What follows belongs to an exercise in optimizing a design on an open flow for small area; a production flow would make more cautious choices.
The RTL was checked by simulation tests, not by an equivalence proof against the original design.

==> flow/design.v <==
module poker (
	input            Clk,
	input            Reset,
	input      [7:0] Switches,
	input            SCEN,
	input            Ack,
	input            Check,
	input            Bet,
	input            Call,
	input            Fold,
	output reg [3:0] Card1, Card2, Card3, Card4, Card5,
	output reg [3:0] Player1card1, Player1card2, Player2card1, Player2card2,
	output reg [7:0] Player1balance, Player2balance,
	output reg       PlayerTurn,
	output reg       DispCards,
	output reg       Winner,
	output reg       Gameover,
	output     [5:0] Player1state,
	output     [5:0] Player2state,
	output reg       Betting,
	output     [3:0] Hole1,
	output     [3:0] Hole2
);
localparam
NOMOVE  = 3'b000,
CHECK   = 3'b001,
BET     = 3'b010,
IN      = 3'b110,
CALL    = 3'b100,
FOLD    = 3'b101;
function [5:0] onehot;
	input [2:0] e;
	onehot = {e == IN, e == FOLD, e == CALL, e == BET, e == CHECK, e == NOMOVE};
endfunction
localparam
G_START  = 4'b0000,
G_WIN0   = 4'b0001,
G_PAY    = 4'b0101,
G_HELD   = 4'b0110,
G_RANK2  = 4'b0100,
G_HAND   = 4'b1000;
reg [3:0] gs;
wire inStage = gs[3];
wire dealt   = gs[0];
wire inWin   = ~gs[3] & (gs[2:0] != 3'b000);
reg [7:0] betLimit, bet;
reg [9:0] rnd;      
reg [3:0] rmod;     
reg [6:0] p1rank;   
reg       p1wins;   
reg [2:0] p1e, p2e;   
assign Player1state = onehot(p1e);
assign Player2state = onehot(p2e);
function gt8;
	input [7:0] a, b;
	integer i;
	reg g;
	begin
		g = 1'b0;
		for (i = 0; i < 8; i = i + 1)
			g = a[i] & ~b[i] | (a[i] | ~b[i]) & g;
		gt8 = g;
	end
endfunction
function [8:0] sub8;
	input [7:0] a, b;
	integer i;
	reg br;
	reg [7:0] d;
	begin
		br = 1'b0;
		for (i = 0; i < 8; i = i + 1)
		begin
			d[i] = a[i] ^ b[i] ^ br;
			br = ~a[i] & b[i] | ~(a[i] ^ b[i]) & br;
		end
		sub8 = {br, d};
	end
endfunction
function ge7;
	input [6:0] a, b;
	integer i;
	reg g;
	begin
		g = 1'b1;
		for (i = 0; i < 7; i = i + 1)
			g = a[i] & ~b[i] | (a[i] | ~b[i]) & g;
		ge7 = g;
	end
endfunction
function [9:0] shift;
	input [9:0] v;
	shift = {v[8:0], v[9] ^ v[6]};
endfunction
function [3:0] mstep;
	input [3:0] u;
	input b, f;
	reg [4:0] t;
	begin
		t = {u, 1'b0} + {3'b000, b, b} + {4'b0000, f} - 5'd2;   
		mstep = (t >= 5'd28) ? t - 5'd26 : (t >= 5'd15) ? t - 5'd13 : t;
	end
endfunction
wire [9:0] r1 = shift(rnd);
wire [9:0] r2 = shift(r1);
wire [9:0] r3 = shift(r2);
wire [9:0] r4 = shift(r3);
wire [3:0] u1 = mstep(rmod, rnd[9], r1[0]);
wire [3:0] u2 = mstep(u1, r1[9], r2[0]);
wire [3:0] u3 = mstep(u2, r2[9], r3[0]);
wire [3:0] u4 = mstep(u3, r3[9], r4[0]);
wire [6:0] rk;
wire holeP2 = inWin ? gs == G_RANK2 : PlayerTurn;
assign Hole1 = holeP2 ? Player2card1 : Player1card1;
assign Hole2 = holeP2 ? Player2card2 : Player1card2;
poker_rank rank (.c0(Card1), .c1(Card2), .c2(Card3), .c3(Card4), .c4(Card5),
	.c5(Hole1), .c6(Hole2), .rk(rk));
wire [2:0] meS = PlayerTurn ? p2e : p1e;
wire [2:0] otS = PlayerTurn ? p1e : p2e;
wire p1Fold  = p1e == FOLD;
wire p2Fold  = p2e == FOLD;
wire payNow  = inWin & (p1Fold | p2Fold) | gs == G_PAY;
wire lose2   = p1Fold ? 1'b0 : p2Fold ? 1'b1 : p1wins;
wire [7:0] meB = (inWin ? lose2 : PlayerTurn) ? Player2balance : Player1balance;
wire       inBet = meS == BET;
wire [8:0] diff = sub8(payNow ? 8'd254 : meB, payNow ? meB : inBet ? bet : betLimit);
wire [7:0] newB = (diff[8] & ~payNow) ? 8'd0 : diff[7:0];
wire sAck = SCEN & Ack, sBet = SCEN & Bet, sCall = SCEN & Call, sCheck = SCEN & Check, sFold = SCEN & Fold;
wire NEXT_TURN = p1e == CALL || p2e == CALL || (p1e == CHECK && p2e == CHECK);
wire END_GAME = p1e == FOLD || p2e == FOLD;
wire act     = inStage & dealt & ~NEXT_TURN & ~END_GAME;
wire bCancel = inBet & sBet;
wire bSubmit = inBet & ~sBet & ~diff[8] & gt8(bet, betLimit) & sAck;
wire mCall   = ~inBet & otS != NOMOVE & otS != CHECK & sCall;
wire mBet    = ~inBet & meS != IN & sBet;
wire mCheck  = ~inBet & (otS == NOMOVE || otS == CHECK) & meS == NOMOVE & sCheck;
wire mFold   = ~inBet & sFold;
wire mSwap   = bSubmit | mCall | mCheck | mFold;
wire newBal  = act & (bSubmit | mCall);
wire [2:0] newS = mFold ? FOLD : mCheck ? CHECK : mBet ? BET : mCall ? CALL :
                  bSubmit ? IN : bCancel ? NOMOVE : meS;
always @(posedge Clk, posedge Reset)
begin
	if (Reset)
	begin
		gs <= G_START;
		PlayerTurn <= 0;
		Card1 <= 0; Card2 <= 0; Card3 <= 0; Card4 <= 0; Card5 <= 0;
		Player1card1 <= 0; Player1card2 <= 0; Player2card1 <= 0; Player2card2 <= 0;
		p1e <= NOMOVE;
		p2e <= NOMOVE;
		DispCards <= 0;
		Gameover <= 0;
		Winner <= 0;
		Betting <= 0;
		Player1balance <= 255;
		Player2balance <= 255;
		betLimit <= 0;
		bet <= 0;
		rnd <= 10'b1010110101;
		rmod <= 4'd6;    
	end
	else
	begin
		rnd <= r1;
		rmod <= u1;
		if (gs == G_START)
		begin
			rnd <= r3;
			rmod <= u3;
			if (sAck)
				gs <= G_HAND;
			PlayerTurn <= 0;
			Card1 <= 0; Card2 <= 0; Card3 <= 0; Card4 <= 0; Card5 <= 0;
			Player1card1 <= 0; Player1card2 <= 0; Player2card1 <= 0; Player2card2 <= 0;
			p1e <= NOMOVE;
			p2e <= NOMOVE;
			DispCards <= 0;
			Gameover <= 0;
			Betting <= 0;
			betLimit <= 0;
		end
		else if (!inStage)	 
		begin
			if (sAck && Gameover && Player1balance != 0 && Player2balance != 0)
			begin
				p1e <= NOMOVE;
				p2e <= NOMOVE;
				gs <= G_START;
			end
			else if (gs != G_HELD)
				gs <= gs + 4'd1;
			if (p1e == FOLD)
			begin
				Player2balance <= newB;
				Winner <= 1;
				Gameover <= 1;
			end
			else if (p2e == FOLD)
			begin
				Player1balance <= newB;
				Winner <= 0;
				Gameover <= 1;
			end
			else if (gs == G_PAY)
			begin
				Gameover <= 1;
				Winner <= !p1wins;
				if (p1wins)
					Player1balance <= newB;
				else
					Player2balance <= newB;
			end
		end
		else	 
		begin
			if (!dealt)
			begin
				gs[0] <= 1'b1;
				case (gs[2:1])
				2'b00: begin
					Player1card1 <= u1; Player1card2 <= u2; Player2card1 <= u3; Player2card2 <= u4;
					rnd <= r4; rmod <= u4;
				end
				2'b01: begin
					Card1 <= u1; Card2 <= u2; Card3 <= u3;
					rnd <= r4; rmod <= u4;
				end
				2'b10: begin
					Card4 <= u1;
					rnd <= r2; rmod <= u2;
				end
				default: begin
					Card5 <= u1;
					rnd <= r2; rmod <= u2;
				end
				endcase
			end
			else if (NEXT_TURN)
			begin
				gs <= (gs[2:1] == 2'b11) ? G_WIN0 : {1'b1, gs[2:1] + 2'd1, 1'b0};
				p1e <= NOMOVE;
				p2e <= NOMOVE;
				betLimit <= 0;
				PlayerTurn <= 0;
			end
			else if (END_GAME)
			begin
				gs <= G_WIN0;
				betLimit <= 0;
				if (gs[2:1] == 2'b00)
					Betting <= 0;
			end
			else
			begin
				if (inBet)
				begin
					bet <= Switches;
					if (bCancel)
						Betting <= 0;
					else if (bSubmit)
					begin
						betLimit <= bet;
						Betting <= 0;
					end
				end
				else
				begin
					if (mBet)
						Betting <= 1;
					if (mCall | mBet | mCheck | mFold)
						DispCards <= 0;
					else if (sAck)
						DispCards <= !DispCards;
				end
				if (mSwap)
					PlayerTurn <= !PlayerTurn;
				if (PlayerTurn)
				begin
					p2e <= newS;
					if (newBal)
						Player2balance <= newB;
				end
				else
				begin
					p1e <= newS;
					if (newBal)
						Player1balance <= newB;
				end
			end
		end
	end
end
always @(posedge Clk)
begin
	p1rank <= rk;
	p1wins <= ge7(p1rank, rk);
end
endmodule
module poker_rank (
	input  [3:0] c0, c1, c2, c3, c4, c5, c6,
	output [6:0] rk
);
function [7:0] cx;
	input [3:0] a, b;
	reg [3:0] gt, ge;
	reg g;
	begin
		gt = a & ~b;
		ge = a | ~b;
		g = gt[3] | ge[3] & (gt[2] | ge[2] & (gt[1] | ge[1] & gt[0]));
		cx = g ? {b, a} : {a, b};
	end
endfunction
function plus4;
	input [3:0] a, b;
	plus4 = b[1:0] == a[1:0] && b[3:2] == a[3:2] + 2'd1;
endfunction
reg [3:0] d0, d1, d2, d3, d4, d5, d6;
always @*
begin
	d0 = c0; d1 = c1; d2 = c2; d3 = c3; d4 = c4; d5 = c5; d6 = c6;
	{d0, d1} = cx(d0, d1);
	{d2, d3} = cx(d2, d3);
	{d4, d5} = cx(d4, d5);
	{d0, d2} = cx(d0, d2);
	{d1, d3} = cx(d1, d3);
	{d4, d6} = cx(d4, d6);
	{d1, d2} = cx(d1, d2);
	{d5, d6} = cx(d5, d6);
	{d0, d4} = cx(d0, d4);
	{d1, d5} = cx(d1, d5);
	{d2, d6} = cx(d2, d6);
	{d2, d4} = cx(d2, d4);
	{d3, d5} = cx(d3, d5);
	{d1, d2} = cx(d1, d2);
	{d3, d4} = cx(d3, d4);
	{d5, d6} = cx(d5, d6);
end
wire e0 = d0 == d1, e1 = d1 == d2, e2 = d2 == d3, e3 = d3 == d4, e4 = d4 == d5, e5 = d5 == d6;
wire quad  = e0 & e1 & e2 | e1 & e2 & e3 | e2 & e3 & e4 | e3 & e4 & e5;
wire full1 = e4 & e5 & (e2 | e1 | e0) | e3 & e4 & (e1 | e0);
wire full2 = e2 & e3 & (e5 | e0) | e1 & e2 & (e5 | e4) | e0 & e1 & (e5 | e4 | e3);
wire str1  = ~(e2 | e3 | e4 | e5) & plus4(d2, d6);
wire str2  = ~(e1 | e2 | e3 | e4) & plus4(d1, d5);
wire str3  = ~(e0 | e1 | e2 | e3) & plus4(d0, d4);
wire trip  = e0 & e1 | e1 & e2 | e2 & e3 | e3 & e4 | e4 & e5;
wire pair  = e0 | e1 | e2 | e3 | e4 | e5;
wire pair2 = e0 & (e1 | e2 | e3 | e4 | e5) | e1 & (e2 | e3 | e4 | e5) | e2 & (e3 | e4 | e5) | e3 & (e4 | e5) | e4 & e5;
reg [2:0] hnd;
reg [1:0] hsel;   
always @*
begin
	hsel = 2'd0;
	if (quad | full1)
		hnd = 3'd6 - {2'b00, ~quad};
	else if (full2)
	begin
		hnd = 3'd5;
		hsel = e5 ? 2'd0 : e4 ? 2'd1 : 2'd2;
	end
	else if (str1 | str2 | str3)
	begin
		hnd = 3'd4;
		hsel = str1 ? 2'd0 : str2 ? 2'd1 : 2'd2;
	end
	else if (trip)
		hnd = 3'd3;
	else if (pair2)
		hnd = 3'd2;
	else if (pair)
		hnd = 3'd1;
	else
		hnd = 3'd0;
end
assign rk = {hnd, hsel[1] ? d4 : hsel[0] ? d5 : d6};
endmodule
module poker_board (
	input        Clk,
	input        Reset,
	input  [7:0] Switches,
	input        SCEN,
	input        Ack,
	input        Check,
	input        Bet,
	input        Call,
	input        Fold,
	output [3:0] Card1, Card2, Card3, Card4, Card5,
	output [3:0] Player1card1, Player1card2, Player2card1, Player2card2,
	output [7:0] Player1balance, Player2balance,
	output       PlayerTurn,
	output       DispCards,
	output       Winner,
	output       Gameover,
	output [5:0] Player1state,
	output [5:0] Player2state,
	output       Betting,
	output [31:0] Digits
);
	wire [3:0] Hole1, Hole2;
	poker poker (.Switches(Switches), .Ack(Ack),
		.Check(Check), .Bet(Bet), .Call(Call), .Fold(Fold),
		.Clk(Clk), .Reset(Reset), .SCEN(SCEN),
		.Card1(Card1), .Card2(Card2), .Card3(Card3), .Card4(Card4), .Card5(Card5),
		.Player1card1(Player1card1), .Player1card2(Player1card2), .Player2card1(Player2card1),
		.Player2card2(Player2card2), .Player1balance(Player1balance), .Player2balance(Player2balance),
		.PlayerTurn(PlayerTurn), .DispCards(DispCards), .Winner(Winner), .Gameover(Gameover),
		.Player1state(Player1state), .Player2state(Player2state), .Betting(Betting),
		.Hole1(Hole1), .Hole2(Hole2));
	function [3:0] add3;
		input [3:0] x;
		begin
			add3[3] = x[3] | x[2] & (x[1] | x[0]);
			add3[2] = x[2] & ~x[1] & ~x[0] | x[3] & x[0];
			add3[1] = ~x[2] & x[1] | x[1] & x[0] | x[3] & ~x[0];
			add3[0] = ~x[3] & ~x[2] & x[0] | x[2] & x[1] & ~x[0] | x[3] & ~x[0];
		end
	endfunction
	function [11:0] dec3;
		input [7:0] v;
		reg [3:0] c1, c2, c3, c4, c5, c6, c7;
		reg [3:0] h, t, o;
		begin
			c1 = add3({1'b0, v[7:5]});
			c2 = add3({c1[2:0], v[4]});
			c3 = add3({c2[2:0], v[3]});
			c4 = add3({1'b0, c1[3], c2[3], c3[3]});
			c5 = add3({c3[2:0], v[2]});
			c6 = add3({c4[2:0], c5[3]});
			c7 = add3({c5[2:0], v[1]});
			h = {2'b00, c4[3], c6[3]};
			t = {c6[2:0], c7[3]};
			o = {c7[2:0], v[0]};
			dec3[11:8] = (h == 0) ? 4'd10 : h;
			dec3[7:4]  = (t == 0) ? 4'd10 : t;
			dec3[3:0]  = (o == 0) ? 4'd10 : o;
		end
	endfunction
	wire [7:0] balB = (Player1state == 6'b000100) ? Player1balance : Player2balance;
	wire [7:0] balL = Betting ? Switches : Winner ? Player2balance : Player1balance;
	wire [11:0] decA = dec3(balB);
	wire [11:0] decL = dec3(balL);
	reg [3:0] SSD7, SSD6, SSD5, SSD4, SSD3, SSD2, SSD1, SSD0;
	always @ *
	begin
		if (Betting | Gameover)
		begin
			SSD3 = 4'd10;
			{SSD2, SSD1, SSD0} = decL;
			if (Betting)
			begin
				SSD7 = 4'd10;
				{SSD6, SSD5, SSD4} = decA;
			end
			else
			begin
				SSD7 = 4'b1111;
				SSD6 = Winner ? 4'd2 : 4'd1;
				SSD5 = 4'd0;
				SSD4 = 4'd0;
			end
		end
		else
		begin
			SSD7 = PlayerTurn ? 4'd2 : 4'd1;
			SSD6 = Card5;
			SSD5 = Card4;
			SSD4 = Card3;
			SSD3 = Card2;
			SSD2 = Card1;
			SSD1 = DispCards ? Hole2 : 4'd0;
			SSD0 = DispCards ? Hole1 : 4'd0;
		end
	end
	assign Digits = {SSD7, SSD6, SSD5, SSD4, SSD3, SSD2, SSD1, SSD0};
endmodule
==> flow/flow/run.sh <==
#!/bin/bash
# Own layout flow: the standard synthesis, then its combinational logic
# re-mapped by ABC for area (every register instance is kept as it is; of a
# few ABC scripts the one giving the smallest area is used), then the standard flow's
# standard layout from floorplan to finish, with the smallest buffer on the
# ports and no dummy loads in the clock tree.
set -euo pipefail
W=$(pwd)
R=$W/orfs/results/$FLOW_PLATFORM/poker_board/base
LIB=$FLOW_HOME/platforms/$FLOW_PLATFORM/lib/sky130_fd_sc_hd__tt_025C_1v80.lib

bash standard.sh synth > $W/log_1_synth.txt 2>&1
cp $R/1_2_yosys.v $W/std_1_2_yosys.v

DONT_USE=$(sed -n '/^export DONT_USE_CELLS += /,/^$/p' $FLOW_HOME/platforms/$FLOW_PLATFORM/config.mk \
	| grep -o 'sky130_fd_sc_hd__[a-z0-9_]*' | sed 's/^/-dont_use /' | tr '\n' ' ')

# candidate ABC scripts, run in parallel
resyn() {
	local S=$1
	local n=$(basename $S .abc)
	yosys -p "
read_liberty -ignore_miss_func $LIB
read_verilog $W/std_1_2_yosys.v
hierarchy -check -top $FLOW_TOP
setattr -mod -set keep_hierarchy 1 sky130_fd_sc_hd__df* sky130_fd_sc_hd__edf* sky130_fd_sc_hd__conb_1
flatten
rename -hide w:*.*
opt -purge
abc -liberty $LIB -script $S $DONT_USE $FLOW_TOP
opt_clean -purge
select $FLOW_TOP
tee -o $W/abc_$n.stat stat -liberty $LIB
write_verilog -noattr -nohex -nodec -selected $W/abc_$n.v
" > $W/log_2_resyn_$n.txt 2>&1
}
jobs_max=${NUM_CORES:-4}
for S in $W/flow/area*.abc; do
	while (( $(jobs -rp | wc -l) >= jobs_max )); do sleep 1; done
	resyn $S &
done
wait

best=""
best_area=""
for S in $W/flow/area*.abc; do
	n=$(basename $S .abc)
	a=$(grep "Chip area" $W/abc_$n.stat 2>/dev/null | awk '{print $NF}' || true)
	echo "$n $a" >> $W/resyn_areas.txt
	[[ -n "$a" ]] || continue
	if [[ -z "$best" ]] || awk "BEGIN{exit !($a < $best_area)}"; then
		best=$n
		best_area=$a
	fi
done
echo "chosen $best $best_area" >> $W/resyn_areas.txt

yosys -p "
read_liberty -lib $LIB
read_verilog $W/abc_$best.v
hierarchy -check -top $FLOW_TOP
hilomap -singleton -hicell sky130_fd_sc_hd__conb_1 HI -locell sky130_fd_sc_hd__conb_1 LO
splitnets
opt_clean -purge
insbuf -buf sky130_fd_sc_hd__buf_1 A X
check -assert
tee -o $W/resyn_stat.txt stat -liberty $LIB
write_verilog -noattr -nohex -nodec $W/resyn_1_2_yosys.v
" > $W/log_3_resyn_check.txt 2>&1

cp $W/resyn_1_2_yosys.v $R/1_2_yosys.v
rm -f $R/1_synth.odb
bash standard.sh BUFFER_PORTS_ARGS="-buffer_cell sky130_fd_sc_hd__buf_1" \
	CTS_ARGS="-sink_clustering_enable -repair_clock_nets -dont_use_dummy_load" finish > $W/log_4_layout.txt 2>&1
==> flow/flow/area1.abc <==
strash
&get -n
&dch -f
&nf -R 1000
&put
mfs2 -a
strash
&get -n
&dch -f
&nf -R 1000
&put
mfs2 -a
strash
&get -n
&dch -f
&nf -R 1000
&put
mfs2 -a
strash
&get -n
&dch -f
&nf -R 1000
&put
mfs2 -a
strash
&get -n
&dch -f
&nf -R 1000
&put
mfs2 -a
strash
&get -n
&dch -f
&nf -R 1000
&put
mfs2 -a
strash
&get -n
&dch -f
&nf -R 1000
&put
mfs2 -a
strash
&get -n
&dch -f
&nf -R 1000
&put
mfs2 -a
strash
&get -n
&dch -f
&nf -R 1000
&put
mfs2 -a
strash
&get -n
&dch -f
&nf -R 1000
&put
mfs2 -a
strash
&get -n
&dch -f
&nf -R 1000
&put
mfs2 -a
strash
&get -n
&dch -f
&nf -R 1000
&put
mfs2 -a
strash
&get -n
&dch -f
&nf -R 1000
&put
mfs2 -a
strash
&get -n
&dch -f
&nf -R 1000
&put
mfs2 -a
strash
&get -n
&dch -f
&nf -R 1000
&put
mfs2 -a
strash
&get -n
&dch -f
&nf -R 1000
&put
mfs2 -a
strash
&get -n
&dch -f
&nf -R 1000
&put
mfs2 -a
strash
&get -n
&dch -f
&nf -R 1000
&put
mfs2 -a
strash
&get -n
&dch -f
&nf -R 1000
&put
mfs2 -a
strash
&get -n
&dch -f
&nf -R 1000
&put
mfs2 -a
strash
&get -n
&dch -f
&nf -R 1000
&put
mfs2 -a
strash
&get -n
&dch -f
&nf -R 1000
&put
mfs2 -a
strash
&get -n
&dch -f
&nf -R 1000
&put
mfs2 -a
strash
&get -n
&dch -f
&nf -R 1000
&put
mfs2 -a
strash
&get -n
&dch -f
&nf -R 1000
&put
mfs2 -a
strash
&get -n
&dch -f
&nf -R 1000
&put
mfs2 -a
strash
&get -n
&dch -f
&nf -R 1000
&put
mfs2 -a
strash
&get -n
&dch -f
&nf -R 1000
&put
mfs2 -a
strash
&get -n
&dch -f
&nf -R 1000
&put
mfs2 -a
strash
&get -n
&dch -f
&nf -R 1000
&put
mfs2 -a
strash
&get -n
&dch -f
&nf -R 1000
&put
mfs2 -a
strash
&get -n
&dch -f
&nf -R 1000
&put
mfs2 -a
strash
&get -n
&dch -f
&nf -R 1000
&put
mfs2 -a
strash
&get -n
&dch -f
&nf -R 1000
&put
mfs2 -a
strash
&get -n
&dch -f
&nf -R 1000
&put
mfs2 -a
strash
&get -n
&dch -f
&nf -R 1000
&put
mfs2 -a
strash
&get -n
&dch -f
&nf -R 1000
&put
mfs2 -a
strash
&get -n
&dch -f
&nf -R 1000
&put
mfs2 -a
strash
&get -n
&dch -f
&nf -R 1000
&put
mfs2 -a
strash
&get -n
&dch -f
&nf -R 1000
&put
mfs2 -a
strash
&get -n
&dch -f
&nf -R 1000
&put
==> flow/flow/area2.abc <==
strash
&get -n
&dch -f
&nf -R 1000
&put
mfs2 -a -W 8 -D 30 -M 10000
strash
&get -n
&dch -f
&nf -R 1000
&put
mfs2 -a -W 8 -D 30 -M 10000
strash
&get -n
&dch -f
&nf -R 1000
&put
mfs2 -a -W 8 -D 30 -M 10000
strash
&get -n
&dch -f
&nf -R 1000
&put
mfs2 -a -W 8 -D 30 -M 10000
strash
&get -n
&dch -f
&nf -R 1000
&put
mfs2 -a -W 8 -D 30 -M 10000
strash
&get -n
&dch -f
&nf -R 1000
&put
mfs2 -a -W 8 -D 30 -M 10000
strash
&get -n
&dch -f
&nf -R 1000
&put
mfs2 -a -W 8 -D 30 -M 10000
strash
&get -n
&dch -f
&nf -R 1000
&put
mfs2 -a -W 8 -D 30 -M 10000
strash
&get -n
&dch -f
&nf -R 1000
&put
mfs2 -a -W 8 -D 30 -M 10000
strash
&get -n
&dch -f
&nf -R 1000
&put
mfs2 -a -W 8 -D 30 -M 10000
strash
&get -n
&dch -f
&nf -R 1000
&put
mfs2 -a -W 8 -D 30 -M 10000
strash
&get -n
&dch -f
&nf -R 1000
&put
mfs2 -a -W 8 -D 30 -M 10000
strash
&get -n
&dch -f
&nf -R 1000
&put
mfs2 -a -W 8 -D 30 -M 10000
strash
&get -n
&dch -f
&nf -R 1000
&put
mfs2 -a -W 8 -D 30 -M 10000
strash
&get -n
&dch -f
&nf -R 1000
&put
mfs2 -a -W 8 -D 30 -M 10000
strash
&get -n
&dch -f
&nf -R 1000
&put
mfs2 -a -W 8 -D 30 -M 10000
strash
&get -n
&dch -f
&nf -R 1000
&put
mfs2 -a -W 8 -D 30 -M 10000
strash
&get -n
&dch -f
&nf -R 1000
&put
mfs2 -a -W 8 -D 30 -M 10000
strash
&get -n
&dch -f
&nf -R 1000
&put
mfs2 -a -W 8 -D 30 -M 10000
strash
&get -n
&dch -f
&nf -R 1000
&put
mfs2 -a -W 8 -D 30 -M 10000
strash
&get -n
&dch -f
&nf -R 1000
&put
mfs2 -a -W 8 -D 30 -M 10000
strash
&get -n
&dch -f
&nf -R 1000
&put
mfs2 -a -W 8 -D 30 -M 10000
strash
&get -n
&dch -f
&nf -R 1000
&put
mfs2 -a -W 8 -D 30 -M 10000
strash
&get -n
&dch -f
&nf -R 1000
&put
mfs2 -a -W 8 -D 30 -M 10000
strash
&get -n
&dch -f
&nf -R 1000
&put
mfs2 -a -W 8 -D 30 -M 10000
strash
&get -n
&dch -f
&nf -R 1000
&put
mfs2 -a -W 8 -D 30 -M 10000
strash
&get -n
&dch -f
&nf -R 1000
&put
mfs2 -a -W 8 -D 30 -M 10000
strash
&get -n
&dch -f
&nf -R 1000
&put
mfs2 -a -W 8 -D 30 -M 10000
strash
&get -n
&dch -f
&nf -R 1000
&put
mfs2 -a -W 8 -D 30 -M 10000
strash
&get -n
&dch -f
&nf -R 1000
&put
mfs2 -a -W 8 -D 30 -M 10000
strash
&get -n
&dch -f
&nf -R 1000
&put
mfs2 -a -W 8 -D 30 -M 10000
strash
&get -n
&dch -f
&nf -R 1000
&put
mfs2 -a -W 8 -D 30 -M 10000
strash
&get -n
&dch -f
&nf -R 1000
&put
mfs2 -a -W 8 -D 30 -M 10000
strash
&get -n
&dch -f
&nf -R 1000
&put
mfs2 -a -W 8 -D 30 -M 10000
strash
&get -n
&dch -f
&nf -R 1000
&put
mfs2 -a -W 8 -D 30 -M 10000
strash
&get -n
&dch -f
&nf -R 1000
&put
mfs2 -a -W 8 -D 30 -M 10000
strash
&get -n
&dch -f
&nf -R 1000
&put
mfs2 -a -W 8 -D 30 -M 10000
strash
&get -n
&dch -f
&nf -R 1000
&put
mfs2 -a -W 8 -D 30 -M 10000
strash
&get -n
&dch -f
&nf -R 1000
&put
mfs2 -a -W 8 -D 30 -M 10000
strash
&get -n
&dch -f
&nf -R 1000
&put
mfs2 -a -W 8 -D 30 -M 10000
strash
&get -n
&dch -f
&nf -R 1000
&put
==> flow/flow/area3.abc <==
strash
&get -n
&dch -f
&nf -R 1000
&put
mfs2 -a -W 12 -D 50 -M 20000
strash
&get -n
&dch -f
&nf -R 1000
&put
mfs2 -a -W 12 -D 50 -M 20000
strash
&get -n
&dch -f
&nf -R 1000
&put
mfs2 -a -W 12 -D 50 -M 20000
strash
&get -n
&dch -f
&nf -R 1000
&put
mfs2 -a -W 12 -D 50 -M 20000
strash
&get -n
&dch -f
&nf -R 1000
&put
mfs2 -a -W 12 -D 50 -M 20000
strash
&get -n
&dch -f
&nf -R 1000
&put
mfs2 -a -W 12 -D 50 -M 20000
strash
&get -n
&dch -f
&nf -R 1000
&put
mfs2 -a -W 12 -D 50 -M 20000
strash
&get -n
&dch -f
&nf -R 1000
&put
mfs2 -a -W 12 -D 50 -M 20000
strash
&get -n
&dch -f
&nf -R 1000
&put
mfs2 -a -W 12 -D 50 -M 20000
strash
&get -n
&dch -f
&nf -R 1000
&put
mfs2 -a -W 12 -D 50 -M 20000
strash
&get -n
&dch -f
&nf -R 1000
&put
mfs2 -a -W 12 -D 50 -M 20000
strash
&get -n
&dch -f
&nf -R 1000
&put
mfs2 -a -W 12 -D 50 -M 20000
strash
&get -n
&dch -f
&nf -R 1000
&put
mfs2 -a -W 12 -D 50 -M 20000
strash
&get -n
&dch -f
&nf -R 1000
&put
mfs2 -a -W 12 -D 50 -M 20000
strash
&get -n
&dch -f
&nf -R 1000
&put
mfs2 -a -W 12 -D 50 -M 20000
strash
&get -n
&dch -f
&nf -R 1000
&put
mfs2 -a -W 12 -D 50 -M 20000
strash
&get -n
&dch -f
&nf -R 1000
&put
mfs2 -a -W 12 -D 50 -M 20000
strash
&get -n
&dch -f
&nf -R 1000
&put
mfs2 -a -W 12 -D 50 -M 20000
strash
&get -n
&dch -f
&nf -R 1000
&put
mfs2 -a -W 12 -D 50 -M 20000
strash
&get -n
&dch -f
&nf -R 1000
&put
mfs2 -a -W 12 -D 50 -M 20000
strash
&get -n
&dch -f
&nf -R 1000
&put
mfs2 -a -W 12 -D 50 -M 20000
strash
&get -n
&dch -f
&nf -R 1000
&put
mfs2 -a -W 12 -D 50 -M 20000
strash
&get -n
&dch -f
&nf -R 1000
&put
mfs2 -a -W 12 -D 50 -M 20000
strash
&get -n
&dch -f
&nf -R 1000
&put
mfs2 -a -W 12 -D 50 -M 20000
strash
&get -n
&dch -f
&nf -R 1000
&put
mfs2 -a -W 12 -D 50 -M 20000
strash
&get -n
&dch -f
&nf -R 1000
&put
mfs2 -a -W 12 -D 50 -M 20000
strash
&get -n
&dch -f
&nf -R 1000
&put
mfs2 -a -W 12 -D 50 -M 20000
strash
&get -n
&dch -f
&nf -R 1000
&put
mfs2 -a -W 12 -D 50 -M 20000
strash
&get -n
&dch -f
&nf -R 1000
&put
mfs2 -a -W 12 -D 50 -M 20000
strash
&get -n
&dch -f
&nf -R 1000
&put
mfs2 -a -W 12 -D 50 -M 20000
strash
&get -n
&dch -f
&nf -R 1000
&put
mfs2 -a -W 12 -D 50 -M 20000
strash
&get -n
&dch -f
&nf -R 1000
&put
mfs2 -a -W 12 -D 50 -M 20000
strash
&get -n
&dch -f
&nf -R 1000
&put
mfs2 -a -W 12 -D 50 -M 20000
strash
&get -n
&dch -f
&nf -R 1000
&put
mfs2 -a -W 12 -D 50 -M 20000
strash
&get -n
&dch -f
&nf -R 1000
&put
mfs2 -a -W 12 -D 50 -M 20000
strash
&get -n
&dch -f
&nf -R 1000
&put
mfs2 -a -W 12 -D 50 -M 20000
strash
&get -n
&dch -f
&nf -R 1000
&put
mfs2 -a -W 12 -D 50 -M 20000
strash
&get -n
&dch -f
&nf -R 1000
&put
mfs2 -a -W 12 -D 50 -M 20000
strash
&get -n
&dch -f
&nf -R 1000
&put
mfs2 -a -W 12 -D 50 -M 20000
strash
&get -n
&dch -f
&nf -R 1000
&put
mfs2 -a -W 12 -D 50 -M 20000
strash
&get -n
&dch -f
&nf -R 1000
&put
mfs2 -a -W 12 -D 50 -M 20000
strash
&get -n
&dch -f
&nf -R 1000
&put
mfs2 -a -W 12 -D 50 -M 20000
strash
&get -n
&dch -f
&nf -R 1000
&put
mfs2 -a -W 12 -D 50 -M 20000
strash
&get -n
&dch -f
&nf -R 1000
&put
mfs2 -a -W 12 -D 50 -M 20000
strash
&get -n
&dch -f
&nf -R 1000
&put
mfs2 -a -W 12 -D 50 -M 20000
strash
&get -n
&dch -f
&nf -R 1000
&put
mfs2 -a -W 12 -D 50 -M 20000
strash
&get -n
&dch -f
&nf -R 1000
&put
mfs2 -a -W 12 -D 50 -M 20000
strash
&get -n
&dch -f
&nf -R 1000
&put
mfs2 -a -W 12 -D 50 -M 20000
strash
&get -n
&dch -f
&nf -R 1000
&put
mfs2 -a -W 12 -D 50 -M 20000
strash
&get -n
&dch -f
&nf -R 1000
&put
mfs2 -a -W 12 -D 50 -M 20000
strash
&get -n
&dch -f
&nf -R 1000
&put
mfs2 -a -W 12 -D 50 -M 20000
strash
&get -n
&dch -f
&nf -R 1000
&put
mfs2 -a -W 12 -D 50 -M 20000
strash
&get -n
&dch -f
&nf -R 1000
&put
mfs2 -a -W 12 -D 50 -M 20000
strash
&get -n
&dch -f
&nf -R 1000
&put
mfs2 -a -W 12 -D 50 -M 20000
strash
&get -n
&dch -f
&nf -R 1000
&put
mfs2 -a -W 12 -D 50 -M 20000
strash
&get -n
&dch -f
&nf -R 1000
&put
mfs2 -a -W 12 -D 50 -M 20000
strash
&get -n
&dch -f
&nf -R 1000
&put
mfs2 -a -W 12 -D 50 -M 20000
strash
&get -n
&dch -f
&nf -R 1000
&put
mfs2 -a -W 12 -D 50 -M 20000
strash
&get -n
&dch -f
&nf -R 1000
&put
mfs2 -a -W 12 -D 50 -M 20000
strash
&get -n
&dch -f
&nf -R 1000
&put
mfs2 -a -W 12 -D 50 -M 20000
strash
&get -n
&dch -f
&nf -R 1000
&put
==> flow/flow/area4.abc <==
strash
&get -n
&dch -f
&nf -R 1000
&put
mfs2 -a -W 16 -D 100 -M 50000
strash
&get -n
&dch -f
&nf -R 1000
&put
mfs2 -a -W 16 -D 100 -M 50000
strash
&get -n
&dch -f
&nf -R 1000
&put
mfs2 -a -W 16 -D 100 -M 50000
strash
&get -n
&dch -f
&nf -R 1000
&put
mfs2 -a -W 16 -D 100 -M 50000
strash
&get -n
&dch -f
&nf -R 1000
&put
mfs2 -a -W 16 -D 100 -M 50000
strash
&get -n
&dch -f
&nf -R 1000
&put
mfs2 -a -W 16 -D 100 -M 50000
strash
&get -n
&dch -f
&nf -R 1000
&put
mfs2 -a -W 16 -D 100 -M 50000
strash
&get -n
&dch -f
&nf -R 1000
&put
mfs2 -a -W 16 -D 100 -M 50000
strash
&get -n
&dch -f
&nf -R 1000
&put
mfs2 -a -W 16 -D 100 -M 50000
strash
&get -n
&dch -f
&nf -R 1000
&put
mfs2 -a -W 16 -D 100 -M 50000
strash
&get -n
&dch -f
&nf -R 1000
&put
mfs2 -a -W 16 -D 100 -M 50000
strash
&get -n
&dch -f
&nf -R 1000
&put
mfs2 -a -W 16 -D 100 -M 50000
strash
&get -n
&dch -f
&nf -R 1000
&put
mfs2 -a -W 16 -D 100 -M 50000
strash
&get -n
&dch -f
&nf -R 1000
&put
mfs2 -a -W 16 -D 100 -M 50000
strash
&get -n
&dch -f
&nf -R 1000
&put
mfs2 -a -W 16 -D 100 -M 50000
strash
&get -n
&dch -f
&nf -R 1000
&put
mfs2 -a -W 16 -D 100 -M 50000
strash
&get -n
&dch -f
&nf -R 1000
&put
mfs2 -a -W 16 -D 100 -M 50000
strash
&get -n
&dch -f
&nf -R 1000
&put
mfs2 -a -W 16 -D 100 -M 50000
strash
&get -n
&dch -f
&nf -R 1000
&put
mfs2 -a -W 16 -D 100 -M 50000
strash
&get -n
&dch -f
&nf -R 1000
&put
mfs2 -a -W 16 -D 100 -M 50000
strash
&get -n
&dch -f
&nf -R 1000
&put
mfs2 -a -W 16 -D 100 -M 50000
strash
&get -n
&dch -f
&nf -R 1000
&put
mfs2 -a -W 16 -D 100 -M 50000
strash
&get -n
&dch -f
&nf -R 1000
&put
mfs2 -a -W 16 -D 100 -M 50000
strash
&get -n
&dch -f
&nf -R 1000
&put
mfs2 -a -W 16 -D 100 -M 50000
strash
&get -n
&dch -f
&nf -R 1000
&put
mfs2 -a -W 16 -D 100 -M 50000
strash
&get -n
&dch -f
&nf -R 1000
&put
mfs2 -a -W 16 -D 100 -M 50000
strash
&get -n
&dch -f
&nf -R 1000
&put
mfs2 -a -W 16 -D 100 -M 50000
strash
&get -n
&dch -f
&nf -R 1000
&put
mfs2 -a -W 16 -D 100 -M 50000
strash
&get -n
&dch -f
&nf -R 1000
&put
mfs2 -a -W 16 -D 100 -M 50000
strash
&get -n
&dch -f
&nf -R 1000
&put
mfs2 -a -W 16 -D 100 -M 50000
strash
&get -n
&dch -f
&nf -R 1000
&put
mfs2 -a -W 16 -D 100 -M 50000
strash
&get -n
&dch -f
&nf -R 1000
&put
mfs2 -a -W 16 -D 100 -M 50000
strash
&get -n
&dch -f
&nf -R 1000
&put
mfs2 -a -W 16 -D 100 -M 50000
strash
&get -n
&dch -f
&nf -R 1000
&put
mfs2 -a -W 16 -D 100 -M 50000
strash
&get -n
&dch -f
&nf -R 1000
&put
mfs2 -a -W 16 -D 100 -M 50000
strash
&get -n
&dch -f
&nf -R 1000
&put
mfs2 -a -W 16 -D 100 -M 50000
strash
&get -n
&dch -f
&nf -R 1000
&put
mfs2 -a -W 16 -D 100 -M 50000
strash
&get -n
&dch -f
&nf -R 1000
&put
mfs2 -a -W 16 -D 100 -M 50000
strash
&get -n
&dch -f
&nf -R 1000
&put
mfs2 -a -W 16 -D 100 -M 50000
strash
&get -n
&dch -f
&nf -R 1000
&put
mfs2 -a -W 16 -D 100 -M 50000
strash
&get -n
&dch -f
&nf -R 1000
&put
mfs2 -a -W 16 -D 100 -M 50000
strash
&get -n
&dch -f
&nf -R 1000
&put
mfs2 -a -W 16 -D 100 -M 50000
strash
&get -n
&dch -f
&nf -R 1000
&put
mfs2 -a -W 16 -D 100 -M 50000
strash
&get -n
&dch -f
&nf -R 1000
&put
mfs2 -a -W 16 -D 100 -M 50000
strash
&get -n
&dch -f
&nf -R 1000
&put
mfs2 -a -W 16 -D 100 -M 50000
strash
&get -n
&dch -f
&nf -R 1000
&put
mfs2 -a -W 16 -D 100 -M 50000
strash
&get -n
&dch -f
&nf -R 1000
&put
mfs2 -a -W 16 -D 100 -M 50000
strash
&get -n
&dch -f
&nf -R 1000
&put
mfs2 -a -W 16 -D 100 -M 50000
strash
&get -n
&dch -f
&nf -R 1000
&put
mfs2 -a -W 16 -D 100 -M 50000
strash
&get -n
&dch -f
&nf -R 1000
&put
mfs2 -a -W 16 -D 100 -M 50000
strash
&get -n
&dch -f
&nf -R 1000
&put
mfs2 -a -W 16 -D 100 -M 50000
strash
&get -n
&dch -f
&nf -R 1000
&put
mfs2 -a -W 16 -D 100 -M 50000
strash
&get -n
&dch -f
&nf -R 1000
&put
mfs2 -a -W 16 -D 100 -M 50000
strash
&get -n
&dch -f
&nf -R 1000
&put
mfs2 -a -W 16 -D 100 -M 50000
strash
&get -n
&dch -f
&nf -R 1000
&put
mfs2 -a -W 16 -D 100 -M 50000
strash
&get -n
&dch -f
&nf -R 1000
&put
mfs2 -a -W 16 -D 100 -M 50000
strash
&get -n
&dch -f
&nf -R 1000
&put
mfs2 -a -W 16 -D 100 -M 50000
strash
&get -n
&dch -f
&nf -R 1000
&put
mfs2 -a -W 16 -D 100 -M 50000
strash
&get -n
&dch -f
&nf -R 1000
&put
mfs2 -a -W 16 -D 100 -M 50000
strash
&get -n
&dch -f
&nf -R 1000
&put
mfs2 -a -W 16 -D 100 -M 50000
strash
&get -n
&dch -f
&nf -R 1000
&put
mfs2 -a -W 16 -D 100 -M 50000
strash
&get -n
&dch -f
&nf -R 1000
&put
mfs2 -a -W 16 -D 100 -M 50000
strash
&get -n
&dch -f
&nf -R 1000
&put
mfs2 -a -W 16 -D 100 -M 50000
strash
&get -n
&dch -f
&nf -R 1000
&put
mfs2 -a -W 16 -D 100 -M 50000
strash
&get -n
&dch -f
&nf -R 1000
&put
mfs2 -a -W 16 -D 100 -M 50000
strash
&get -n
&dch -f
&nf -R 1000
&put
mfs2 -a -W 16 -D 100 -M 50000
strash
&get -n
&dch -f
&nf -R 1000
&put
mfs2 -a -W 16 -D 100 -M 50000
strash
&get -n
&dch -f
&nf -R 1000
&put
mfs2 -a -W 16 -D 100 -M 50000
strash
&get -n
&dch -f
&nf -R 1000
&put
mfs2 -a -W 16 -D 100 -M 50000
strash
&get -n
&dch -f
&nf -R 1000
&put
mfs2 -a -W 16 -D 100 -M 50000
strash
&get -n
&dch -f
&nf -R 1000
&put
mfs2 -a -W 16 -D 100 -M 50000
strash
&get -n
&dch -f
&nf -R 1000
&put
mfs2 -a -W 16 -D 100 -M 50000
strash
&get -n
&dch -f
&nf -R 1000
&put
mfs2 -a -W 16 -D 100 -M 50000
strash
&get -n
&dch -f
&nf -R 1000
&put
mfs2 -a -W 16 -D 100 -M 50000
strash
&get -n
&dch -f
&nf -R 1000
&put
mfs2 -a -W 16 -D 100 -M 50000
strash
&get -n
&dch -f
&nf -R 1000
&put
mfs2 -a -W 16 -D 100 -M 50000
strash
&get -n
&dch -f
&nf -R 1000
&put
mfs2 -a -W 16 -D 100 -M 50000
strash
&get -n
&dch -f
&nf -R 1000
&put
mfs2 -a -W 16 -D 100 -M 50000
strash
&get -n
&dch -f
&nf -R 1000
&put
mfs2 -a -W 16 -D 100 -M 50000
strash
&get -n
&dch -f
&nf -R 1000
&put
mfs2 -a -W 16 -D 100 -M 50000
strash
&get -n
&dch -f
&nf -R 1000
&put
==> flow/flow/area5.abc <==
strash
&get -n
&dch -f
&nf -R 1000
&put
mfs2 -a -W 16 -D 100 -M 50000
strash
&get -n
&dch -f
&nf -R 1000
&put
mfs2 -a -W 16 -D 100 -M 50000
strash
&get -n
&dch -f
&nf -R 1000
&put
mfs2 -a -W 16 -D 100 -M 50000
strash
&get -n
&dch -f
&nf -R 1000
&put
mfs2 -a -W 16 -D 100 -M 50000
strash
&get -n
&dch -f
&nf -R 1000
&put
mfs2 -a -W 16 -D 100 -M 50000
strash
&get -n
&dch -f
&nf -R 1000
&put
mfs2 -a -W 16 -D 100 -M 50000
strash
&get -n
&dch -f
&nf -R 1000
&put
mfs2 -a -W 16 -D 100 -M 50000
strash
&get -n
&dch -f
&nf -R 1000
&put
mfs2 -a -W 16 -D 100 -M 50000
strash
&get -n
&dch -f
&nf -R 1000
&put
mfs2 -a -W 16 -D 100 -M 50000
strash
&get -n
&dch -f
&nf -R 1000
&put
mfs2 -a -W 16 -D 100 -M 50000
strash
&get -n
&dch -f
&nf -R 1000
&put
mfs2 -a -W 16 -D 100 -M 50000
strash
&get -n
&dch -f
&nf -R 1000
&put
mfs2 -a -W 16 -D 100 -M 50000
strash
&get -n
&dch -f
&nf -R 1000
&put
mfs2 -a -W 16 -D 100 -M 50000
strash
&get -n
&dch -f
&nf -R 1000
&put
mfs2 -a -W 16 -D 100 -M 50000
strash
&get -n
&dch -f
&nf -R 1000
&put
mfs2 -a -W 16 -D 100 -M 50000
strash
&get -n
&dch -f
&nf -R 1000
&put
mfs2 -a -W 16 -D 100 -M 50000
strash
&get -n
&dch -f
&nf -R 1000
&put
mfs2 -a -W 16 -D 100 -M 50000
strash
&get -n
&dch -f
&nf -R 1000
&put
mfs2 -a -W 16 -D 100 -M 50000
strash
&get -n
&dch -f
&nf -R 1000
&put
mfs2 -a -W 16 -D 100 -M 50000
strash
&get -n
&dch -f
&nf -R 1000
&put
mfs2 -a -W 16 -D 100 -M 50000
strash
&get -n
&dch -f
&nf -R 1000
&put
mfs2 -a -W 16 -D 100 -M 50000
strash
&get -n
&dch -f
&nf -R 1000
&put
mfs2 -a -W 16 -D 100 -M 50000
strash
&get -n
&dch -f
&nf -R 1000
&put
mfs2 -a -W 16 -D 100 -M 50000
strash
&get -n
&dch -f
&nf -R 1000
&put
mfs2 -a -W 16 -D 100 -M 50000
strash
&get -n
&dch -f
&nf -R 1000
&put
mfs2 -a -W 16 -D 100 -M 50000
strash
&get -n
&dch -f
&nf -R 1000
&put
mfs2 -a -W 16 -D 100 -M 50000
strash
&get -n
&dch -f
&nf -R 1000
&put
mfs2 -a -W 16 -D 100 -M 50000
strash
&get -n
&dch -f
&nf -R 1000
&put
mfs2 -a -W 16 -D 100 -M 50000
strash
&get -n
&dch -f
&nf -R 1000
&put
mfs2 -a -W 16 -D 100 -M 50000
strash
&get -n
&dch -f
&nf -R 1000
&put
mfs2 -a -W 16 -D 100 -M 50000
strash
&get -n
&dch -f
&nf -R 1000
&put
mfs2 -a -W 16 -D 100 -M 50000
strash
&get -n
&dch -f
&nf -R 1000
&put
mfs2 -a -W 16 -D 100 -M 50000
strash
&get -n
&dch -f
&nf -R 1000
&put
mfs2 -a -W 16 -D 100 -M 50000
strash
&get -n
&dch -f
&nf -R 1000
&put
mfs2 -a -W 16 -D 100 -M 50000
strash
&get -n
&dch -f
&nf -R 1000
&put
mfs2 -a -W 16 -D 100 -M 50000
strash
&get -n
&dch -f
&nf -R 1000
&put
mfs2 -a -W 16 -D 100 -M 50000
strash
&get -n
&dch -f
&nf -R 1000
&put
mfs2 -a -W 16 -D 100 -M 50000
strash
&get -n
&dch -f
&nf -R 1000
&put
mfs2 -a -W 16 -D 100 -M 50000
strash
&get -n
&dch -f
&nf -R 1000
&put
mfs2 -a -W 16 -D 100 -M 50000
strash
&get -n
&dch -f
&nf -R 1000
&put
mfs2 -a -W 16 -D 100 -M 50000
strash
&get -n
&dch -f
&nf -R 1000
&put
==> flow/flow/area6.abc <==
strash
&get -n
&dch -f
&nf -R 1000
&put
mfs2 -a -W 12 -D 50 -M 20000
strash
&get -n
&dch -f
&nf -R 1000
&put
mfs2 -a -W 12 -D 50 -M 20000
strash
&get -n
&dch -f
&nf -R 1000
&put
mfs2 -a -W 12 -D 50 -M 20000
strash
&get -n
&dch -f
&nf -R 1000
&put
mfs2 -a -W 12 -D 50 -M 20000
strash
&get -n
&dch -f
&nf -R 1000
&put
mfs2 -a -W 12 -D 50 -M 20000
strash
&get -n
&dch -f
&nf -R 1000
&put
mfs2 -a -W 12 -D 50 -M 20000
strash
&get -n
&dch -f
&nf -R 1000
&put
mfs2 -a -W 12 -D 50 -M 20000
strash
&get -n
&dch -f
&nf -R 1000
&put
mfs2 -a -W 12 -D 50 -M 20000
strash
&get -n
&dch -f
&nf -R 1000
&put
mfs2 -a -W 12 -D 50 -M 20000
strash
&get -n
&dch -f
&nf -R 1000
&put
mfs2 -a -W 12 -D 50 -M 20000
strash
&get -n
&dch -f
&nf -R 1000
&put
mfs2 -a -W 12 -D 50 -M 20000
strash
&get -n
&dch -f
&nf -R 1000
&put
mfs2 -a -W 12 -D 50 -M 20000
strash
&get -n
&dch -f
&nf -R 1000
&put
mfs2 -a -W 12 -D 50 -M 20000
strash
&get -n
&dch -f
&nf -R 1000
&put
mfs2 -a -W 12 -D 50 -M 20000
strash
&get -n
&dch -f
&nf -R 1000
&put
mfs2 -a -W 12 -D 50 -M 20000
strash
&get -n
&dch -f
&nf -R 1000
&put
mfs2 -a -W 12 -D 50 -M 20000
strash
&get -n
&dch -f
&nf -R 1000
&put
mfs2 -a -W 12 -D 50 -M 20000
strash
&get -n
&dch -f
&nf -R 1000
&put
mfs2 -a -W 12 -D 50 -M 20000
strash
&get -n
&dch -f
&nf -R 1000
&put
mfs2 -a -W 12 -D 50 -M 20000
strash
&get -n
&dch -f
&nf -R 1000
&put
mfs2 -a -W 12 -D 50 -M 20000
strash
&get -n
&dch -f
&nf -R 1000
&put
mfs2 -a -W 12 -D 50 -M 20000
strash
&get -n
&dch -f
&nf -R 1000
&put
mfs2 -a -W 12 -D 50 -M 20000
strash
&get -n
&dch -f
&nf -R 1000
&put
mfs2 -a -W 12 -D 50 -M 20000
strash
&get -n
&dch -f
&nf -R 1000
&put
mfs2 -a -W 12 -D 50 -M 20000
strash
&get -n
&dch -f
&nf -R 1000
&put
mfs2 -a -W 12 -D 50 -M 20000
strash
&get -n
&dch -f
&nf -R 1000
&put
mfs2 -a -W 12 -D 50 -M 20000
strash
&get -n
&dch -f
&nf -R 1000
&put
mfs2 -a -W 12 -D 50 -M 20000
strash
&get -n
&dch -f
&nf -R 1000
&put
mfs2 -a -W 12 -D 50 -M 20000
strash
&get -n
&dch -f
&nf -R 1000
&put
mfs2 -a -W 12 -D 50 -M 20000
strash
&get -n
&dch -f
&nf -R 1000
&put
mfs2 -a -W 12 -D 50 -M 20000
strash
&get -n
&dch -f
&nf -R 1000
&put
mfs2 -a -W 12 -D 50 -M 20000
strash
&get -n
&dch -f
&nf -R 1000
&put
mfs2 -a -W 12 -D 50 -M 20000
strash
&get -n
&dch -f
&nf -R 1000
&put
mfs2 -a -W 12 -D 50 -M 20000
strash
&get -n
&dch -f
&nf -R 1000
&put
mfs2 -a -W 12 -D 50 -M 20000
strash
&get -n
&dch -f
&nf -R 1000
&put
mfs2 -a -W 12 -D 50 -M 20000
strash
&get -n
&dch -f
&nf -R 1000
&put
mfs2 -a -W 12 -D 50 -M 20000
strash
&get -n
&dch -f
&nf -R 1000
&put
mfs2 -a -W 12 -D 50 -M 20000
strash
&get -n
&dch -f
&nf -R 1000
&put
mfs2 -a -W 12 -D 50 -M 20000
strash
&get -n
&dch -f
&nf -R 1000
&put
mfs2 -a -W 12 -D 50 -M 20000
strash
&get -n
&dch -f
&nf -R 1000
&put
mfs2 -a -W 12 -D 50 -M 20000
strash
&get -n
&dch -f
&nf -R 1000
&put
==> flow/standard.sh <==
#!/bin/bash
# synth_recipe.tcl (not shown) runs the flow's synth.tcl, then flattens the netlist and writes it again
# the make line also repeats each setting of config.mk as NAME=value (left out here)
make -C /OpenROAD-flow-scripts/flow DESIGN_CONFIG=/design/flow/config.mk WORK_HOME=/design/flow/orfs CLKGATE_MAP_FILE= SYNTH_SCRIPT=/design/flow/synth_recipe.tcl "${@:-finish}"
==> flow/config.mk <==
export PLATFORM = sky130hd
export DESIGN_NAME = poker_board
export DESIGN_NICKNAME = poker_board
export VERILOG_FILES = /design/flow/design.v
export SDC_FILE = /design/flow/constraint.sdc
export NUM_CORES = 4
export LEC_CHECK = 0
export ABC_AREA = 1
export CAP_MARGIN = 0
export CORE_MARGIN = 2
export CORE_UTILIZATION = 40
export GPL_TIMING_DRIVEN = 0
export SLEW_MARGIN = 0
==> flow/constraint.sdc <==
create_clock -name core_clock -period 20.0 [get_ports {Clk}]
set_input_delay 4.0000 -clock core_clock [delete_from_list [all_inputs] [get_ports {Clk}]]
set_output_delay 4.0000 -clock core_clock [all_outputs]
set_load 0.01 [all_outputs]
==> out/qor.yml, run 1 <==
synth:
  avgSynthCellArea_sq_um: 7.56
  syn-cell-area_sq_um: 8800
  syn-instance-count: 1163
  synth_warnings: 3
  synth_nets: 1179
sta:
  drv_slew: 0
  hold_slack_ps: 511
  tightest_slew_ps: 1150
  min_period_ps: 12730
  grt_setup_unrepaired: "false"
  skew_ps: 14.4
  finalSetupViolations: 0
  fin_tns_setup_ps: 0
  hold_viol: 0
  fmax_mhz: 78.6
  slew_headroom: 0.230
  finalCritPeriodShare: 0.636
final_layout:
  multi_input_comb_area_sq_um: 5990
  design_area_sq_um: 9860
  n_fill_cell: 2252
  drive_gt1_frac: 0.0310
  fin_util: 0.454
  fin_nets: 1309
  areaGrowthSynthToFinish_pct: 12.0
  diodes: 0
  regArea_sq_um: 2620
clock_tree:
  cts_sinks: 105
  clock_path_buffers: 2
  cts_inserted_buffers: 9
  insertion_delay_ps: 350
  cts-root-buf: "clkbuf_16"
  cts_hold_buf: 0
  cts-htree-levels: 3
  cts_resized: 0
  post-cts-setup-buffers: 0
  cts_tree: "yes"
  clk_pin_slew_ps: 70
critical_path:
  path_max_fanout: 15
  crit_required_ps: 20240
  cp_slowest_cell: "o21ai_0"
  critical_path.most_common_cell: "o21ai_0"
  critical_path_class: "flip-flop to flip-flop"
  crit_path_end_kind: "flip-flop"
  arrival_ps: 12960
  critical_path.max_stage_delay_ps: 740
  cp-start-kind: "flip-flop"
route:
  detail-route-antenna-nets: 0
  first_pass_iters: 5
  routedWlPerCell_um: 18.0
  drtIter0Drc: 663
  viasPerCell: 5.82
  via_count: 9138
  drc_errors: 0
  routed_wl_um: 28300
placed_design:
  gp_congestion: 0.915
  io_buffers: 116
  placedInstanceArea_sq_um: 9620
  place_hpwl_um: 22100
floorplan:
  core_area_sq_um: 21700
  top_level_ports: 117
  fp.dieH_um: 152
  num_rows: 54
  die-area_sq_um: 23200
  fp.dieW_um: 152
  start_util: 0.406
grt:
  grt_use_total: 0.244
  grt_start_max_net_pins: 98
  grt_overflow: 0
  grt_pass1_vias: 8407
  grt_pass1_wl_um: 45900
  antenna_found_initial: 0
status:
  status: "no timing/DRC/antenna violations"
run:
  max-cap-violations: 0
hold_path:
  min_path_type: "flip-flop to flip-flop"
-- cell type report --
| class | instances | area share |
|---|---|---|
| clock buffers | 9 | 0.0229 |
| well taps | 280 | 0.0355 |
| inverters | 53 | 0.0207 |
| multi-input cells | 1005 | 0.608 |
| repair buffers | 119 | 0.0472 |
| flip-flops and latches | 105 | 0.266 |
-- flip-flops by register name, indices dropped and copies added (netlist names), 3 cells and up --
name / cells
poker.p1rank: 7
poker.Card3: 4
poker.Player2card2: 4
poker.p2e: 3
poker.gs: 4
poker.Card2: 4
poker.betLimit: 8
poker.bet: 8
poker.Player1card2: 4
poker.p1e: 3
poker.Player2balance: 8
poker.rnd: 10
poker.Player2card1: 4
poker.Player1card1: 4
poker.Card4: 4
poker.Card5: 4
poker.Player1balance: 8
poker.Card1: 4
poker.rmod: 4
-- worst max-delay path, delay by kind of cell (launching register included) --
family / cells / cell delay [ps]
buffers and inverters: 4 / 840
adders and majority gates: 3 / 640
and+or+nand+nor: 11 / 1730
muxes: 1 / 440
AOI/OAI and AO/OA: 32 / 8330
DFF: 1 / 630
-- final timing paths --
kind                                              start                    endpoint  slack [ps]  cells after the start
worst max-delay path            poker.gs[3]$_DFFE_PP0P_        poker.p1wins$_DFF_P_        7270                     51
worst min-delay path            poker.p1rank[6]$_DFF_P_        poker.p1wins$_DFF_P_         510                      2
worst min register to register  poker.p1rank[6]$_DFF_P_        poker.p1wins$_DFF_P_         510                      2
max in group asynchronous                         Reset  poker.Card3[3]$_DFFE_PP0P_       15570                      2
worst max register to register  poker.gs[3]$_DFFE_PP0P_        poker.p1wins$_DFF_P_        7270                     51
min in group asynchronous                         Reset    poker.p2e[0]$_DFFE_PP0P_        3810                      2
-- stage by stage --
step	std cells	worst slack (ps)
6_report	1571	7270
3_5_place_dp	1562	7490
3_3_place_gp	1559	6930
4_1_cts	1571	7400
5_1_grt	1571	5660
2_1_floorplan	1163	9120
-- metal layers --
metal,global-route usage,part of all wire,vias to the layer above
met2,0.388,0.45,286
li1,-,-,4518
met1,0.349,0.47,4300
met4,0.0761,0.023,0
met5,0,0,-
met3,0.0265,0.062,34
-- layout by cell type, fill, tap and decap left out, types with 8 or more instances in the layout --
master	instances
nand2_1	174
nor2_1	162
o21ai_0	118
buf_1	116
a21oi_1	103
dfrtp_1	73
mux2i_1	66
o22ai_1	61
clkinv_1	52
mux2_1	47
xnor2_1	33
dfstp_2	24
a22oi_1	19
a22o_1	19
nor2b_1	15
nand3_1	15
xor2_1	15
and2_0	13
nor3_1	13
or3_1	11
a31oi_1	11
maj3_1	10
or2_0	9
clkbuf_16	9
nand2b_1	8
dfxtp_1	8
==> run 2: changes to the inputs <==
--- a/flow/flow/run.sh
+++ b/flow/flow/run.sh
@@ -72,3 +72,3 @@
 rm -f $R/1_synth.odb
 bash standard.sh BUFFER_PORTS_ARGS="-buffer_cell sky130_fd_sc_hd__buf_1" \
-	CTS_ARGS="-sink_clustering_enable -repair_clock_nets -dont_use_dummy_load" finish > $W/log_4_layout.txt 2>&1
+	CTS_ARGS="-sink_clustering_enable -repair_clock_nets -dont_use_dummy_load -buf_list {sky130_fd_sc_hd__clkbuf_8 sky130_fd_sc_hd__clkbuf_16}" finish > $W/log_4_layout.txt 2>&1
--- a/flow/config.mk
+++ b/flow/config.mk
@@ -7,7 +7,7 @@
 export LEC_CHECK = 0
 export ABC_AREA = 1
-export CAP_MARGIN = 0
+export CAP_MARGIN = 20
 export CORE_MARGIN = 2
 export CORE_UTILIZATION = 40
 export GPL_TIMING_DRIVEN = 0
-export SLEW_MARGIN = 0
+export SLEW_MARGIN = 20
==> run 2 against run 1 <==
  * Synthesized cell count did not move
  * Global-route usage grew 0.19 points
  * Clock skew shrank 2.3 ps
  * Largest cell class unchanged
==> out/qor.yml, run 2 <==
clock_tree:
  cts-htree-levels: 3  # unchanged
  clock_path_buffers: 2  # unchanged
  cts_hold_buf: 0  # unchanged
  cts-root-buf: "clkbuf_16"
  insertion_delay_ps: 350  # about the same
  clk_pin_slew_ps: 70  # about the same
  cts_inserted_buffers: 9  # unchanged
  post-cts-setup-buffers: 0  # unchanged
  cts_tree: "yes"
  cts_resized: 0  # unchanged
  cts_sinks: 105  # unchanged
hold_path:
  holdPathStages: 2  # unchanged
  min_path_type: "flip-flop to flip-flop"
critical_path:
  crit_required_ps: 20240  # about the same
  path_max_fanout: 15  # unchanged
  crit_path_end_kind: "flip-flop"
  cp_slowest_cell: "o21ai_0"
  cp-start-kind: "flip-flop"
  critical_path.most_common_cell: "o21ai_0"
  critical_path.max_stage_delay_ps: 730  # about the same
  critical_path_class: "flip-flop to flip-flop"
  arrival_ps: 12680  # -280 ps
  reg2regPathDepth: 50  # -2.0%
final_layout:
  diodes: 0  # unchanged
  n_fill_cell: 2247  # -0.22%
  final_common_cell: "nand2_1"
  largest-register: "poker.rnd"
  regArea_sq_um: 2620  # about the same
  fin_nets: 1308  # -0.076%
  fin_cells: 1570  # -0.064%
  design_area_sq_um: 9870  # +0.14%
  areaGrowthSynthToFinish_pct: 12.2
  most-common-layout-cells: "nand2_1 (174), nor2_1 (162), o21ai_0 (116), buf_1 (116), a21oi_1 (102)"
  largest_reg_flops: 10  # unchanged
  drive_gt1_frac: 0.0326  # +0.00157
  multi_input_comb_area_sq_um: 6000  # +0.13%
route:
  first_pass_iters: 5  # unchanged
  viasPerCell: 5.89  # +1.3%
  drtIter0Drc: 633  # -4.5%
  detail-route-antenna-nets: 0  # unchanged
  routedWlPerCell_um: 18.3  # +1.3%
  drc_errors: 0  # unchanged
  routed_wl_um: 28700  # +1.2%
  via_count: 9253  # +1.3%
floorplan:
  core_area_sq_um: 21700  # unchanged
  num_rows: 54  # unchanged
  fp.dieW_um: 152  # unchanged
  fp.dieH_um: 152  # unchanged
  die-area_sq_um: 23200  # unchanged
  top_level_ports: 117  # unchanged
  start_util: 0.406  # unchanged
grt:
  busiest_layer: "met2"
  grt_overflow: 0  # unchanged
  grt_pass1_wl_um: 46200  # +0.59%
  grt_start_max_net_pins: 79  # -19%
  met3_usage: 0.0270  # +0.000569
  grt_use_total: 0.246  # +0.00186
  grt_use_met1: 0.352  # +0.00215
  use_met2: 0.386  # -0.00236
  antenna_found_initial: 0  # unchanged
  grt_pass1_vias: 8492  # +1.0%
placed_design:
  gp_congestion: 0.915  # unchanged
  dp.cells: 1561  # -0.064%
  placedInstanceArea_sq_um: 9640  # +0.17%
  place_ws_ps: 7620  # +132 ps
  place_hpwl_um: 22200  # +0.37%
  io_buffers: 116  # unchanged
synth:
  synth_nets: 1179  # unchanged
  syn-instance-count: 1163  # unchanged
  syn-cell-area_sq_um: 8800  # unchanged
  avgSynthCellArea_sq_um: 7.56  # unchanged
  synth_warnings: 3  # unchanged
sta:
  fmax_mhz: 80.4  # +2.3%
  slew_headroom: 0.310  # +0.0798
  fin_tns_setup_ps: 0  # unchanged
  skew_ps: 12.1  # -2.30 ps
  finalSetupViolations: 0  # unchanged
  tightest_slew_ps: 1020  # -131 ps
  setup_ws_ps: 7560  # +285 ps
  hold_viol: 0  # unchanged
  min_period_ps: 12440  # -285 ps
  grt_setup_unrepaired: "false"
  drv_slew: 0  # unchanged
  finalCritPeriodShare: 0.622  # -0.0143
run:
  max-cap-violations: 0  # unchanged
status:
  status: "no timing/DRC/antenna violations"
run 2: cell types whose count changed in the layout (fill, tap and decap cells not counted):
cell     delta
buf_16      +1
a21oi_1     -1
o21ai_2     +1
dfrtp_2     +1
buf_6       -2
o21ai_1     +1
a21oi_2     +1
o21ai_0     -2
dfrtp_1     -1
run 2: stage by stage:
| step | hold slack, ps | util |
|---|---|---|
| final | 508 | 0.455 |
| after CTS | 506 | 0.455 |
| after detailed placement | 482 | 0.444 |
| after floorplan | 440 | - |
| after global placement | 493 | 0.442 |
| after global routing | 547 | 0.455 |
run 2: final cells by class:
cell class | instances | share of cell area
Multi-Input combinational cell | 1005 | 0.608
Timing Repair Buffer | 118 | 0.0477
Tap cell | 280 | 0.0355
Inverter | 53 | 0.0207
Clock buffer | 9 | 0.0228
Sequential cell | 105 | 0.265
run 2: final timing paths:
kind	slack (ps)	end	from
hold / removal	510	poker.p1wins$_DFF_P_	poker.p1rank[6]$_DFF_P_
hold reg to reg	510	poker.p1wins$_DFF_P_	poker.p1rank[6]$_DFF_P_
min in group asynchronous	3560	poker.Player2card2[1]$_DFFE_PP0P_	Reset
max in group asynchronous	15750	poker.rmod[1]$_DFF_PP1_	Reset
setup reg to reg	7560	poker.p1wins$_DFF_P_	poker.gs[3]$_DFFE_PP0P_
setup / recovery	7560	poker.p1wins$_DFF_P_	poker.gs[3]$_DFFE_PP0P_
run 2: layer usage:
metal,vias up,share of wire
li1,4518,-
met1,4378,0.46
met2,319,0.44
met3,38,0.064
met4,0,0.029
met5,-,0
run 2: critical path, delay by kind of cell, from the launching register on:
family	cells	cell delay, ps
muxes	1	540
adders and majority gates	3	640
and+or+nand+nor	11	1690
DFF	1	660
AOI/OAI and AO/OA	32	8150
buffers and inverters	3	610

what the ideal ports hide:
The flow's constraints put no driver on any port. The routed layouts listed below were extracted and timed again, unchanged, in two steps.
Step 1 (the two cells are an assumption about what drives the block):
set clk [get_ports {Clk}]
set_driving_cell -lib_cell sky130_fd_sc_hd__clkbuf_16 $clk
set_driving_cell -lib_cell sky130_fd_sc_hd__buf_2 [delete_from_list [all_inputs] $clk]
Step 2 moves the port delays by t, midway between the first and last clock arrival at a register: inputs arrive t later, outputs are due t later. That takes back most of the time a late clock gives input paths.
Slacks: ideal ports / drivers / drivers and shift; pairs: ideal ports / drivers.
| run | shift t [ns] | setup WS [ns] | hold slack, ns | worst register clock-pin slew, ns | worst slew at a driven data input, ns |
|---|---|---|---|---|---|
| run 1 | 0.389 | 7.274 / 7.274 / 7.274 | 0.511 / 0.511 / 0.511 | 0.07 / 0.07 | 0.03 |
| run 2 | 0.393 | 7.559 / 7.559 / 7.559 | 0.508 / 0.508 / 0.508 | 0.07 / 0.07 | 0.03 |
After both steps every run listed still meets setup and hold.
